This design comes from an exercise in tuning for small area on the open sky130 flow, not from production work.
Function was checked by simulation only, so behaviour that the tests miss may differ from the original.
No activity file was given, so power comes from the tool's default toggle rates.

run A:
==> flow/design.v <==
`timescale 1ns / 1ps
module ram_oai22(input a1, input a2, input b1, input b2, output y);
  assign y = ~((a1 | a2) & (b1 | b2));
endmodule
module ram_aoi222(input a1, input b1, input a2, input b2, input a3, input b3,
                  output y);
  assign y = ~((a1 & b1) | (a2 & b2) | (a3 & b3));
endmodule
module ram_nand4(input a, input b, input c, input d, output y);
  assign y = ~(a & b & c & d);
endmodule
module ram_nand2(input a, input b, output y);
  assign y = ~(a & b);
endmodule
module ram_nand3(input a, input b, input c, output y);
  assign y = ~(a & b & c);
endmodule
module ram_nor2(input a, input b, output y);
  assign y = ~(a | b);
endmodule
module ram_aoi21(input a1, input a2, input b1, output y);
  assign y = ~((a1 & a2) | b1);
endmodule
module ram_mux2i(input a0, input a1, input s, output y);
  assign y = ~(s ? a1 : a0);
endmodule
module ram(
    input clk,
    input we,
    input rst,
    input [5:0] addr,
    input [7:0] din,
    output [7:0] dout
    );
  reg          p;          
  reg  [511:0] s;          
  reg  [7:0]   temp;       
  wire [7:0] hi = 8'd1 << addr[5:3];
  wire [7:0] lo = 8'd1 << addr[2:0];
  wire [7:0] whi = hi & {8{we}};
  wire       rstn = ~rst;
  wire [63:0] rs;          
  wire [63:0] nw;          
  wire [63:0] wr;          
  genvar w, b;
  generate
    for (w = 0; w < 64; w = w + 1) begin : g_dec
      assign rs[w] = hi[w/8] & lo[w%8];
      ram_nand2 u_nw (.a(whi[w/8]), .b(lo[w%8]), .y(nw[w]));
      ram_nand2 u_wr (.a(nw[w]), .b(rstn), .y(wr[w]));
    end
  endgenerate
  wire [7:0] xn = ~(din ^ {8{p}});
  wire [31:0] x;
  generate
    for (b = 0; b < 32; b = b + 1) begin : g_x
      ram_nand2 u_x (.a(xn[b%8]), .b(rstn), .y(x[b]));
    end
  endgenerate
  wire [511:0] s_next;
  generate
    for (w = 0; w < 64; w = w + 1) begin : g_w
      for (b = 0; b < 8; b = b + 1) begin : g_b
        ram_oai22 u_nx (.a1(s[8*w+b]), .a2(wr[w]), .b1(nw[w]), .b2(x[8*(w/16)+b]),
                        .y(s_next[8*w+b]));
      end
    end
  endgenerate
  wire [7:0] rd;
  generate
    for (b = 0; b < 8; b = b + 1) begin : g_rd
      wire [21:0] t;
      wire [5:0]  u;
      wire [2:0]  n;
      for (w = 0; w < 21; w = w + 1) begin : g_t
        ram_aoi222 u_rd (.a1(rs[3*w]),   .b1(s[8*(3*w)+b]),
                         .a2(rs[3*w+1]), .b2(s[8*(3*w+1)+b]),
                         .a3(rs[3*w+2]), .b3(s[8*(3*w+2)+b]),
                         .y(t[w]));
      end
      assign t[21] = ~(rs[63] & s[8*63+b]);
      for (w = 0; w < 5; w = w + 1) begin : g_u
        ram_nand4 u_u (.a(t[4*w]), .b(t[4*w+1]), .c(t[4*w+2]), .d(t[4*w+3]),
                       .y(u[w]));
      end
      ram_nand2 u_u5 (.a(t[20]), .b(t[21]), .y(u[5]));
      for (w = 0; w < 3; w = w + 1) begin : g_n
        ram_nor2 u_n (.a(u[2*w]), .b(u[2*w+1]), .y(n[w]));
      end
      ram_nand3 u_rd (.a(n[0]), .b(n[1]), .c(n[2]), .y(rd[b]));
    end
  endgenerate
  wire hold = we & ~rst;
  wire rd_p  = ~we & ~rst & p;      
  wire rd_np = ~we & ~rst & ~p;     
  wire [7:0] temp_n;
  generate
    for (b = 0; b < 8; b = b + 1) begin : g_o
      wire c1, c0;                  
      ram_aoi21 u_c1 (.a1(hold), .a2(temp[b]), .b1(rd_np), .y(c1));
      ram_aoi21 u_c0 (.a1(hold), .a2(temp[b]), .b1(rd_p),  .y(c0));
      ram_mux2i u_m  (.a0(c0), .a1(c1), .s(rd[b]), .y(temp_n[b]));
    end
  endgenerate
  always @(posedge clk) begin
    p <= ~(rst | p);
    s <= s_next;
    temp <= temp_n;
  end
  assign dout = temp;
endmodule
export LEC_CHECK = 0
export CAP_MARGIN = 20
export CORE_MARGIN = 2
export CORE_UTILIZATION = 65
export GPL_TIMING_DRIVEN = 0
export PLACE_DENSITY = 0.75
export SETUP_SLACK_MARGIN = 0.3
export SLEW_MARGIN = 20
export SYNTH_HIERARCHICAL = 1
create_clock -name core_clock -period 3.0 [get_ports {clk}]
standard.sh (not shown) runs the stock make flow with config.mk's settings and CLKGATE_MAP_FILE= SYNTH_SCRIPT=/design/flow/synth_recipe.tcl, a recipe that flattens the netlist after the stock synthesis.
==> flow/flow/run.sh <==
#!/bin/bash
# Standard ORFS flow (the standard.sh, standard synthesis unchanged) with:
#  - port buffers of the smallest plain buffer instead of a delay cell,
#  - a clock tree of clkbuf_8 cells on small sink clusters, without dummy
#    balancing loads,
# make's output goes to flow_make.log; each step's tool log is under orfs/logs.
set -euo pipefail
B=sky130_fd_sc_hd
bash standard.sh finish \
  "BUFFER_PORTS_ARGS=-buffer_cell ${B}__buf_1" \
  "CTS_ARGS=-sink_clustering_enable -repair_clock_nets -buf_list ${B}__clkbuf_8 -root_buf ${B}__clkbuf_8 -sink_clustering_size 18 -sink_clustering_max_diameter 50 -sink_buffer_max_cap_derate 1.0 -dont_use_dummy_load" \
  > flow_make.log 2>&1
diff inputs: run A => run B
- SETUP_SLACK_MARGIN now 0.2, was 0.3
--- a/flow/flow/run.sh
+++ b/flow/flow/run.sh
@@ -5,0 +6 @@
+#  - downsizing of gates off the critical paths after global routing.
@@ -11,0 +13 @@
+  RECOVER_POWER=100 \
--- outcome ---
- Run B: flow completed, timing, DRC and antenna clean
- Run B has less setup slack than run A.
- Critical path depth is higher on run A
- Run B ends up with higher met2 wirelength from detailed routing than run A does.
diff inputs: run B => run C
- swapping 20 for 0 in CAP_MARGIN
- swapping 0.2 for 0.3 in SETUP_SLACK_MARGIN
- swapping 20 for 0 in SLEW_MARGIN
[summary]
sky130_fd_sc_hd__inv_1 as the worst-path cell with the longest stage delay was reported by run B, and sky130_fd_sc_hd__nand3b_1 by run C.
Run C against run B: number of cells traversed by the worst hold path comparable, total track usage now larger, final period utilization now larger, number of instances resized during post-cts repair now larger, final net count comparable.
Portion of total power attributed to the clock network: run B vs run C, no meaningful difference

-- separate check: timing with driven ports --
How much do the figures lean on ideal ports? The routed layouts below were timed once more, with nothing changed but the port constraints. Step 1 sets driving cells, clkbuf_16 on the clock port and buf_2 on the other inputs (assumed; they add their load-dependent delay and slew). Step 2, shift: input delay + t, output delay - t, t = (earliest + latest rising clock arrival at the registers) / 2. This alone moves slack from input paths to output paths. a / b / c = ideal / step 1 / step 2; a / b = the first two.
run	shift t [ns]	setup WS [ns]	hold WS [ns]	clock arrival spread, ns	pins driven straight from the clock port
run A	0.603	0.270 / 0.287 / -0.316	0.407 / 0.379 / 0.446	0.053 / 0.054	1
run B	0.605	0.144 / 0.157 / -0.447	0.383 / 0.355 / 0.445	0.061 / 0.061	1
run C	0.609	0.099 / 0.125 / -0.484	0.419 / 0.390 / 0.445	0.071 / 0.071	1
Met with ideal ports but missed after step 2: setup timing in every run listed. For run B, which loses most, drivers alone change the setup slack by +0.013 ns; drivers and shift together by -0.591 ns.
